From an optimization exercise on the open Yosys and OpenROAD flow, aimed at small area and a short achievable clock period; shortcuts taken in it are not production practice. RTL that was checked went through simulation tests only; none was proved equivalent to the original. No activity file was given, so power comes from the tool's default toggle rates.

run R:
Design fpadder, start of the top module:
module fpadder(input [15:0] A, input [15:0] B, input clk, input rst, output reg [15:0] C);
wire [5:0] dbo = {1'b0, A[14:10]} - {1'b0, B[14:10]};
reg        sa1, sb1, abig1;
reg [4:0]  eb1, d1;
reg [9:0]  ma1, mb1;
always @(posedge clk) begin
	sa1   <= A[15];
	sb1   <= B[15];
	abig1 <= ~dbo[5] & ((|dbo[4:0]) | (A[9:0] > B[9:0]));
	eb1   <= B[14:10];
	d1    <= dbo[4:0];
	ma1   <= A[9:0];
	mb1   <= B[9:0];
end
wire [9:0]  xm1 = abig1 ? ma1 : mb1;
wire [9:0]  ym1 = abig1 ? mb1 : ma1;
wire [4:0]  sh1 = abig1 ? d1 : -d1;
wire [10:0] ys = {1'b1, ym1} >> sh1[3:0];
wire [10:0] yv = sh1[4] ? 11'd0 : ys;
wire        sub1 = sa1 ^ sb1;
reg        sign2, sub2;
reg [4:0]  exp2;    
reg [9:0]  xm2;
reg [10:0] ym2;
always @(posedge clk) begin
	sign2 <= abig1 ? sa1 : sb1;
	sub2  <= sub1;
	exp2  <= eb1 + (abig1 ? d1 : 5'd0) + 5'd1;
	xm2   <= xm1;
	ym2   <= yv ^ {11{sub1}};
end
wire [12:0] s = {2'b01, xm2, 1'b1} + {sub2, ym2, sub2};
reg        sign3;
reg [4:0]  exp3;    
reg [11:0] s3;
always @(posedge clk) begin
	sign3 <= sign2;
	exp3  <= exp2;
	s3    <= s[12:1];
end
reg [3:0] k;
always @(*) begin
	casez (s3[11:1])
	11'b1??????????: k = 4'd0;
	11'b01?????????: k = 4'd1;
	11'b001????????: k = 4'd2;
	11'b0001???????: k = 4'd3;
	11'b00001??????: k = 4'd4;
	11'b000001?????: k = 4'd5;
	11'b0000001????: k = 4'd6;
	11'b00000001???: k = 4'd7;
	11'b000000001??: k = 4'd8;
	11'b0000000001?: k = 4'd9;
	11'b00000000001: k = 4'd10;
	default:         k = 4'd1;
	endcase
end
wire [12:0] w = {s3, 1'b0} << k;
wire [5:0]  en = {exp3, 1'b1} + {1'b1, ~k, 1'b1};    
wire [4:0]  e = en[5:1];
wire zero = ~sign3 && exp3 == 5'd1 && s3 == 12'h800;
always @(posedge clk)
	C <= {sign3, e[4:1], e[0] & ~zero, w[11:2]};
endmodule
Size in the first run: ~450 cells after synthesis, roughly 50 I/O pins, roughly 0.0046 mm² of cells after synthesis.
==> module fpadder, before the edit <==
module fpadder(input [15:0] A, input [15:0] B, input clk, input rst, output reg [15:0] C);
wire [5:0] dbo = {1'b0, A[14:10]} - {1'b0, B[14:10]};
reg        sa1, sb1, abig1;
reg [4:0]  eb1, d1;
reg [9:0]  ma1, mb1;
always @(posedge clk) begin
	sa1   <= A[15];
	sb1   <= B[15];
	abig1 <= ~dbo[5] & ((|dbo[4:0]) | (A[9:0] > B[9:0]));
	eb1   <= B[14:10];
	d1    <= dbo[4:0];
	ma1   <= A[9:0];
	mb1   <= B[9:0];
end
wire [9:0]  xm1 = abig1 ? ma1 : mb1;
wire [9:0]  ym1 = abig1 ? mb1 : ma1;
wire [4:0]  sh1 = abig1 ? d1 : -d1;
wire [10:0] ys = {1'b1, ym1} >> sh1[3:0];
wire [10:0] yv = sh1[4] ? 11'd0 : ys;
wire        sub1 = sa1 ^ sb1;
reg        sign2, sub2;
reg [4:0]  exp2;    
reg [9:0]  xm2;
reg [10:0] ym2;
always @(posedge clk) begin
	sign2 <= abig1 ? sa1 : sb1;
	sub2  <= sub1;
	exp2  <= eb1 + (abig1 ? d1 : 5'd0) + 5'd1;
	xm2   <= xm1;
	ym2   <= yv ^ {11{sub1}};
end
wire [12:0] s = {2'b01, xm2, 1'b1} + {sub2, ym2, sub2};
reg        sign3;
reg [4:0]  exp3;    
reg [11:0] s3;
always @(posedge clk) begin
	sign3 <= sign2;
	exp3  <= exp2;
	s3    <= s[12:1];
end
reg [3:0] k;
always @(*) begin
	casez (s3[11:1])
	11'b1??????????: k = 4'd0;
	11'b01?????????: k = 4'd1;
	11'b001????????: k = 4'd2;
	11'b0001???????: k = 4'd3;
	11'b00001??????: k = 4'd4;
	11'b000001?????: k = 4'd5;
	11'b0000001????: k = 4'd6;
	11'b00000001???: k = 4'd7;
	11'b000000001??: k = 4'd8;
	11'b0000000001?: k = 4'd9;
	11'b00000000001: k = 4'd10;
	default:         k = 4'd1;
	endcase
end
wire [12:0] w = {s3, 1'b0} << k;
wire [5:0]  en = {exp3, 1'b1} + {1'b1, ~k, 1'b1};    
wire [4:0]  e = en[5:1];
wire zero = ~sign3 && exp3 == 5'd1 && s3 == 12'h800;
always @(posedge clk)
	C <= {sign3, e[4:1], e[0] & ~zero, w[11:2]};
endmodule
clock: 4.0 ns
lec_check: 0
cap_margin: 20
core_margin: 2
core_utilization: 65
cts_buf_list: sky130_fd_sc_hd__clkbuf_4 sky130_fd_sc_hd__clkbuf_8
cts_cluster_diameter: 80
cts_cluster_size: 50
setup_slack_margin: 2.0
slew_margin: 20
tns_end_percent: 0
standard.sh (not shown) runs the stock make flow with config.mk's settings and CLKGATE_MAP_FILE= SYNTH_SCRIPT=/design/flow/synth_recipe.tcl, a recipe that flattens the netlist after the stock synthesis.
==> flow/flow/run.sh <==
#!/bin/bash
# Standard layout, with plain buffers (not delay cells) on the ports.
set -euo pipefail
export BUFFER_PORTS_ARGS="-buffer_cell sky130_fd_sc_hd__buf_2"
bash standard.sh > standard.log 2>&1
Here is what was changed in the inputs of run D compared with run R.
diff --git a/flow/design.v b/flow/design.v
--- a/flow/design.v
+++ b/flow/design.v
@@ -1,34 +1,36 @@
 module fpadder(input [15:0] A, input [15:0] B, input clk, input rst, output reg [15:0] C);
-wire [5:0] dbo = {1'b0, A[14:10]} - {1'b0, B[14:10]};
-reg        sa1, sb1, abig1;
-reg [4:0]  eb1, d1;
+wire [4:0] ea = A[14:10], eb = B[14:10];
+wire       gte  = ea > eb;
+wire       abig = A[14:0] > B[14:0];
+wire [4:0] dab = ea - eb;
+wire [4:0] dba = eb - ea;
+reg        sign1, sub1, abig1;
+reg [4:0]  exp1, sh1;
 reg [9:0]  ma1, mb1;
 always @(posedge clk) begin
-	sa1   <= A[15];
-	sb1   <= B[15];
-	abig1 <= ~dbo[5] & ((|dbo[4:0]) | (A[9:0] > B[9:0]));
-	eb1   <= B[14:10];
-	d1    <= dbo[4:0];
+	sign1 <= abig ? A[15] : B[15];
+	sub1  <= A[15] ^ B[15];
+	abig1 <= abig;
+	exp1  <= gte ? ea : eb;
+	sh1   <= gte ? dab : dba;
 	ma1   <= A[9:0];
 	mb1   <= B[9:0];
 end
 wire [9:0]  xm1 = abig1 ? ma1 : mb1;
 wire [9:0]  ym1 = abig1 ? mb1 : ma1;
-wire [4:0]  sh1 = abig1 ? d1 : -d1;
 wire [10:0] ys = {1'b1, ym1} >> sh1[3:0];
 wire [10:0] yv = sh1[4] ? 11'd0 : ys;
-wire        sub1 = sa1 ^ sb1;
 reg        sign2, sub2;
 reg [4:0]  exp2;    
 reg [9:0]  xm2;
 reg [10:0] ym2;
 always @(posedge clk) begin
-	sign2 <= abig1 ? sa1 : sb1;
+	sign2 <= sign1;
 	sub2  <= sub1;
-	exp2  <= eb1 + (abig1 ? d1 : 5'd0) + 5'd1;
+	exp2  <= exp1 + 5'd1;
 	xm2   <= xm1;
 	ym2   <= yv ^ {11{sub1}};
 end
 wire [12:0] s = {2'b01, xm2, 1'b1} + {sub2, ym2, sub2};
 reg        sign3;
 reg [4:0]  exp3;    
==> run summary <==
The final layouts of run D and run R pass the timing, DRC and antenna checks.
Run D — core utilization of the finished layout 3.8 points higher, run R as reference
[compare] base=run R new=run D: post-CTS resize count went up 28; biggest cell delay along the critical path saw a decrease; switching power as a share of total power level; sequential power went up.
On multi-input logic cell count: run D sits above run R.
In run D, the xor/xnor cell area share of the yosys netlist came out 1.0 points below the value in run R.
Run D: layout-stage area growth over the synthesis result 4.0 points above run R
No functional check of the RTL was part of run D.


Another version of the RTL of fpadder (not shown whole).
For scale: roughly 460 cells after synthesis, roughly 95 flip-flops.
==> module fpadder, before the edit <==
module fpadder(input [15:0] A, input [15:0] B, input clk, input rst, output reg [15:0] C);
wire [4:0] ea = A[14:10], eb = B[14:10];
wire       gte  = ea > eb;
wire       abig = A[14:0] > B[14:0];
wire [4:0] dab = ea - eb;
wire [4:0] dba = eb - ea;
reg        sign1, sub1, abig1;
reg [4:0]  exp1, sh1;
reg [9:0]  ma1, mb1;
always @(posedge clk) begin
	sign1 <= abig ? A[15] : B[15];
	sub1  <= A[15] ^ B[15];
	abig1 <= abig;
	exp1  <= gte ? ea : eb;
	sh1   <= gte ? dab : dba;
	ma1   <= A[9:0];
	mb1   <= B[9:0];
end
wire [9:0]  xm1 = abig1 ? ma1 : mb1;
wire [9:0]  ym1 = abig1 ? mb1 : ma1;
wire [10:0] ys = {1'b1, ym1} >> sh1[3:0];
wire [10:0] yv = sh1[4] ? 11'd0 : ys;
reg        sign2, sub2;
reg [4:0]  exp2;    
reg [9:0]  xm2;
reg [10:0] ym2;
always @(posedge clk) begin
	sign2 <= sign1;
	sub2  <= sub1;
	exp2  <= exp1 + 5'd1;
	xm2   <= xm1;
	ym2   <= yv ^ {11{sub1}};
end
reg        sign3;
reg [4:0]  exp3;    
reg [11:0] s3;
always @(posedge clk) begin
	sign3 <= sign2;
	exp3  <= exp2;
	s3    <= {2'b01, xm2} + {sub2, ym2} + {11'd0, sub2};
end
reg [3:0] k;
always @(*) begin
	casez (s3[11:1])
	11'b1??????????: k = 4'd0;
	11'b01?????????: k = 4'd1;
	11'b001????????: k = 4'd2;
	11'b0001???????: k = 4'd3;
	11'b00001??????: k = 4'd4;
	11'b000001?????: k = 4'd5;
	11'b0000001????: k = 4'd6;
	11'b00000001???: k = 4'd7;
	11'b000000001??: k = 4'd8;
	11'b0000000001?: k = 4'd9;
	11'b00000000001: k = 4'd10;
	default:         k = 4'd1;
	endcase
end
wire [12:0] w = {s3, 1'b0} << k;
wire [4:0]  e = exp3 - {1'b0, k};
wire zero = ~sign3 && exp3 == 5'd1 && s3 == 12'h800;
always @(posedge clk)
	C <= {sign3, e[4:1], e[0] & ~zero, w[11:2]};
endmodule
clock: 4.0 ns
lec_check: 0
cap_margin: 20
core_margin: 2
core_utilization: 65
cts_buf_list: sky130_fd_sc_hd__clkbuf_4 sky130_fd_sc_hd__clkbuf_8
cts_cluster_diameter: 80
cts_cluster_size: 50
setup_slack_margin: 2.0
slew_margin: 20
tns_end_percent: 0
Scripts as last shown in full above: flow/flow/run.sh
Edit:
--- a/flow/design.v
+++ b/flow/design.v
@@ -1,35 +1,32 @@
 module fpadder(input [15:0] A, input [15:0] B, input clk, input rst, output reg [15:0] C);
-wire [4:0] ea = A[14:10], eb = B[14:10];
-wire       gte  = ea > eb;
-wire       abig = A[14:0] > B[14:0];
-wire [4:0] dab = ea - eb;
-wire [4:0] dba = eb - ea;
-reg        sign1, sub1, abig1;
-reg [4:0]  exp1, sh1;
+reg        sa1, sb1, abig1;
+reg [4:0]  eb1, d1;
 reg [9:0]  ma1, mb1;
 always @(posedge clk) begin
-	sign1 <= abig ? A[15] : B[15];
-	sub1  <= A[15] ^ B[15];
-	abig1 <= abig;
-	exp1  <= gte ? ea : eb;
-	sh1   <= gte ? dab : dba;
+	sa1   <= A[15];
+	sb1   <= B[15];
+	abig1 <= A[14:0] > B[14:0];
+	eb1   <= B[14:10];
+	d1    <= A[14:10] - B[14:10];
 	ma1   <= A[9:0];
 	mb1   <= B[9:0];
 end
 wire [9:0]  xm1 = abig1 ? ma1 : mb1;
 wire [9:0]  ym1 = abig1 ? mb1 : ma1;
+wire [4:0]  sh1 = abig1 ? d1 : -d1;
 wire [10:0] ys = {1'b1, ym1} >> sh1[3:0];
 wire [10:0] yv = sh1[4] ? 11'd0 : ys;
+wire        sub1 = sa1 ^ sb1;
 reg        sign2, sub2;
 reg [4:0]  exp2;    
 reg [9:0]  xm2;
 reg [10:0] ym2;
 always @(posedge clk) begin
-	sign2 <= sign1;
+	sign2 <= abig1 ? sa1 : sb1;
 	sub2  <= sub1;
-	exp2  <= exp1 + 5'd1;
+	exp2  <= eb1 + (abig1 ? d1 : 5'd0) + 5'd1;
 	xm2   <= xm1;
 	ym2   <= yv ^ {11{sub1}};
 end
 reg        sign3;
 reg [4:0]  exp3;    
Result:
- The new run finished with timing, DRC and antenna clean
- cell area fell by 3.1%
- clock-buffer cell count grows by 1
- cell count went down by 2.9%
- worst setup slack got worse by 0.31 ns
- die area fell by 0.31%
- maximum frequency shrinks by 12%
- global-route usage is lower by 0.46 points
- worst hold slack barely changes
- total power increases by 1.2%
- combinational power climbs by about 9%
- synthesized cell count went down by 4.2%
For the second run of this note, only the layout was checked, not whether the RTL still works.


run 1:
The RTL this note starts from:
==> flow/design.v <==
module fpadder(input [15:0] A, input [15:0] B, input clk, input rst, output reg [15:0] C);
wire [5:0] dbo = {1'b0, A[14:10]} - {1'b0, B[14:10]};
wire [4:0] dba = B[14:10] - A[14:10];
reg        sa1, sb1, abig1;
reg [4:0]  eb1, ad1;
reg [9:0]  ma1, mb1;
always @(posedge clk) begin
	sa1   <= A[15];
	sb1   <= B[15];
	abig1 <= ~dbo[5] & ((|dbo[4:0]) | (A[9:0] > B[9:0]));
	eb1   <= B[14:10];
	ad1   <= dbo[5] ? dba : dbo[4:0];
	ma1   <= A[9:0];
	mb1   <= B[9:0];
end
wire [9:0]  xm1 = abig1 ? ma1 : mb1;
wire [9:0]  ym1 = abig1 ? mb1 : ma1;
wire [10:0] ys = {1'b1, ym1} >> ad1[3:0];
wire [10:0] yv = ad1[4] ? 11'd0 : ys;
wire        sub1 = sa1 ^ sb1;
reg        sign2, sub2;
reg [4:0]  exp2;    
reg [9:0]  xm2;
reg [10:0] ym2;
always @(posedge clk) begin
	sign2 <= abig1 ? sa1 : sb1;
	sub2  <= sub1;
	exp2  <= eb1 + (abig1 ? ad1 : 5'd0) + 5'd1;
	xm2   <= xm1;
	ym2   <= yv ^ {11{sub1}};
end
wire [12:0] s = {2'b01, xm2, 1'b1} + {sub2, ym2, sub2};
reg        sign3;
reg [4:0]  exp3;    
reg [11:0] s3;
always @(posedge clk) begin
	sign3 <= sign2;
	exp3  <= exp2;
	s3    <= s[12:1];
end
reg [3:0] k;
always @(*) begin
	casez (s3[11:1])
	11'b1??????????: k = 4'd0;
	11'b01?????????: k = 4'd1;
	11'b001????????: k = 4'd2;
	11'b0001???????: k = 4'd3;
	11'b00001??????: k = 4'd4;
	11'b000001?????: k = 4'd5;
	11'b0000001????: k = 4'd6;
	11'b00000001???: k = 4'd7;
	11'b000000001??: k = 4'd8;
	11'b0000000001?: k = 4'd9;
	11'b00000000001: k = 4'd10;
	default:         k = 4'd1;
	endcase
end
wire [12:0] w = {s3, 1'b0} << k;
wire [3:0] el  = {1'b0, exp3[2:0]} - {1'b0, k[2:0]};
wire [1:0] eh0 = exp3[4:3] - {1'b0, k[3]};
wire [1:0] eh1 = exp3[4:3] - {1'b0, k[3]} - 2'd1;
wire zero = ~sign3 && exp3 == 5'd1 && s3 == 12'h800;
reg        sign4, b4;
reg [1:0]  eh04, eh14;
reg [2:0]  el4;
reg [9:0]  m4;
always @(posedge clk) begin
	sign4 <= sign3;
	m4    <= w[11:2];
	el4   <= {el[2:1], el[0] & ~zero};
	eh04  <= eh0;
	eh14  <= eh1;
	b4    <= el[3];
end
always @(*)
	C = {sign4, b4 ? eh14 : eh04, el4, m4};
endmodule
==> flow/config.mk <==
export PLATFORM = sky130hd
export DESIGN_NAME = fpadder
export DESIGN_NICKNAME = fpadder
export VERILOG_FILES = /design/flow/design.v
export SDC_FILE = /design/flow/constraint.sdc
export NUM_CORES = 4
export LEC_CHECK = 0
export ABC_AREA = 1
export CAP_MARGIN = 20
export CORE_MARGIN = 2
export CORE_UTILIZATION = 65
export CTS_BUF_LIST = sky130_fd_sc_hd__clkbuf_4 sky130_fd_sc_hd__clkbuf_8
export CTS_CLUSTER_DIAMETER = 80
export CTS_CLUSTER_SIZE = 50
export SETUP_SLACK_MARGIN = 2.0
export SLEW_MARGIN = 20
export TNS_END_PERCENT = 0
==> flow/constraint.sdc <==
create_clock -name core_clock -period 4.0 [get_ports {clk}]
set_input_delay 0.8000 -clock core_clock [delete_from_list [all_inputs] [get_ports {clk}]]
set_output_delay 0.8000 -clock core_clock [all_outputs]
set_load 0.01 [all_outputs]
Scripts as last shown in full above: flow/flow/run.sh
Input-level comparison between run 2 and run 1:
diff --git a/flow/design.v b/flow/design.v
--- a/flow/design.v
+++ b/flow/design.v
@@ -27,8 +27,9 @@
 	sub2  <= sub1;
 	exp2  <= eb1 + (abig1 ? ad1 : 5'd0) + 5'd1;
-	xm2   <= xm1;
-	ym2   <= yv ^ {11{sub1}};
+	xm2   <= xm1 ^ {10{sub1}};
+	ym2   <= yv;
 end
-wire [12:0] s = {2'b01, xm2, 1'b1} + {sub2, ym2, sub2};
+wire [11:0] t = {sub2, ~sub2, xm2} + {1'b0, ym2};
+wire [11:0] s = t ^ {12{sub2}};
 reg        sign3;
 reg [4:0]  exp3;    
@@ -37,5 +38,5 @@
 	sign3 <= sign2;
 	exp3  <= exp2;
-	s3    <= s[12:1];
+	s3    <= s;
 end
 reg [3:0] k;
@@ -57,19 +58,23 @@
 end
 wire [12:0] w = {s3, 1'b0} << k;
-wire [3:0] el  = {1'b0, exp3[2:0]} - {1'b0, k[2:0]};
-wire [1:0] eh0 = exp3[4:3] - {1'b0, k[3]};
-wire [1:0] eh1 = exp3[4:3] - {1'b0, k[3]} - 2'd1;
+wire [2:0] el  = {1'b0, exp3[1:0]} - {1'b0, k[1:0]};
+wire [2:0] x0 = exp3[4:2];
+wire [2:0] x1 = exp3[4:2] - 3'd1;
+wire [2:0] x2 = exp3[4:2] - 3'd2;
+wire [2:0] x3 = exp3[4:2] - 3'd3;
+wire [2:0] eh0 = k[3] ? x2 : (k[2] ? x1 : x0);
+wire [2:0] eh1 = k[3] ? x3 : (k[2] ? x2 : x1);
 wire zero = ~sign3 && exp3 == 5'd1 && s3 == 12'h800;
 reg        sign4, b4;
-reg [1:0]  eh04, eh14;
-reg [2:0]  el4;
+reg [2:0]  eh04, eh14;
+reg [1:0]  el4;
 reg [9:0]  m4;
 always @(posedge clk) begin
 	sign4 <= sign3;
 	m4    <= w[11:2];
-	el4   <= {el[2:1], el[0] & ~zero};
+	el4   <= {el[1], el[0] & ~zero};
 	eh04  <= eh0;
 	eh14  <= eh1;
-	b4    <= el[3];
+	b4    <= el[2];
 end
 always @(*)
[summary]
sky130_fd_sc_hd__fa_2 as the slowest stage cell on the critical path was reported by run 1, and sky130_fd_sc_hd__dfxtp_1 by run 2.
Lower number of flip-flops and latches in the synthesized netlist among run 1 and run 2: run 1
Diff run 1 -> run 2 | worst slew margin relative to its limit | decrease of 2.3 points
Compared with run 1, run 2 shows a higher die boundary width.
Maximum vdd ir drop in run 2 is about 1% higher than in run 1
Run 2 packs its core looser than run 1.
Run 2: combinational power share 1.7 points above run 1
Taking run 1 as the reference, in run 2 post-detailed-placement cell area now larger; total power after layout picked up an extra 0.14 mW; wire length on met3 increased about 40%; routed wire length barely changed.
C[13] as the capture point of the critical path was reported by run 2, and abig1 by run 1.
No functional check of the RTL was part of any run of this note.

what the ideal ports hide:
Ports are ideal in the flow. The routed layouts listed here were re-timed in OpenROAD. Step 1 assumes that a clkbuf_16 drives the clock port and a buf_2 every other input. Step 2 also shifts input and output timing later by t, the mid clock arrival at the registers, as if the neighbouring blocks saw the same clock. Slacks: no drivers / after step 1 / after step 2; pairs: no drivers / after step 1.
run	t (ns)	slack for setup (ns)	worst hold slack (ns)	clock arrival spread, ns	pins driven straight from the clock port
run R	0.381	1.852 / 1.852 / 1.704	0.326 / 0.326 / 0.326	0.007 / 0.007	1
run D	0.385	1.862 / 1.861 / 1.476	0.333 / 0.333 / 0.333	0.012 / 0.012	1
the first run of note 2	0.374	1.759 / 1.759 / 1.412	0.325 / 0.325 / 0.325	0.009 / 0.008	1
the second run of note 2	0.381	1.449 / 1.449 / 1.449	0.327 / 0.327 / 0.327	0.007 / 0.007	1
run 1	0.382	1.953 / 1.966 / 1.584	0.319 / 0.319 / 0.319	0.015 / 0.014	1
run 2	0.388	1.974 / 1.940 / 1.663	0.331 / 0.331 / 0.331	0.018 / 0.018	1
After both steps every run listed still meets setup and hold. The setup slack of run D, which loses most, moves by -0.001 ns with the drivers and by -0.386 ns with both steps.
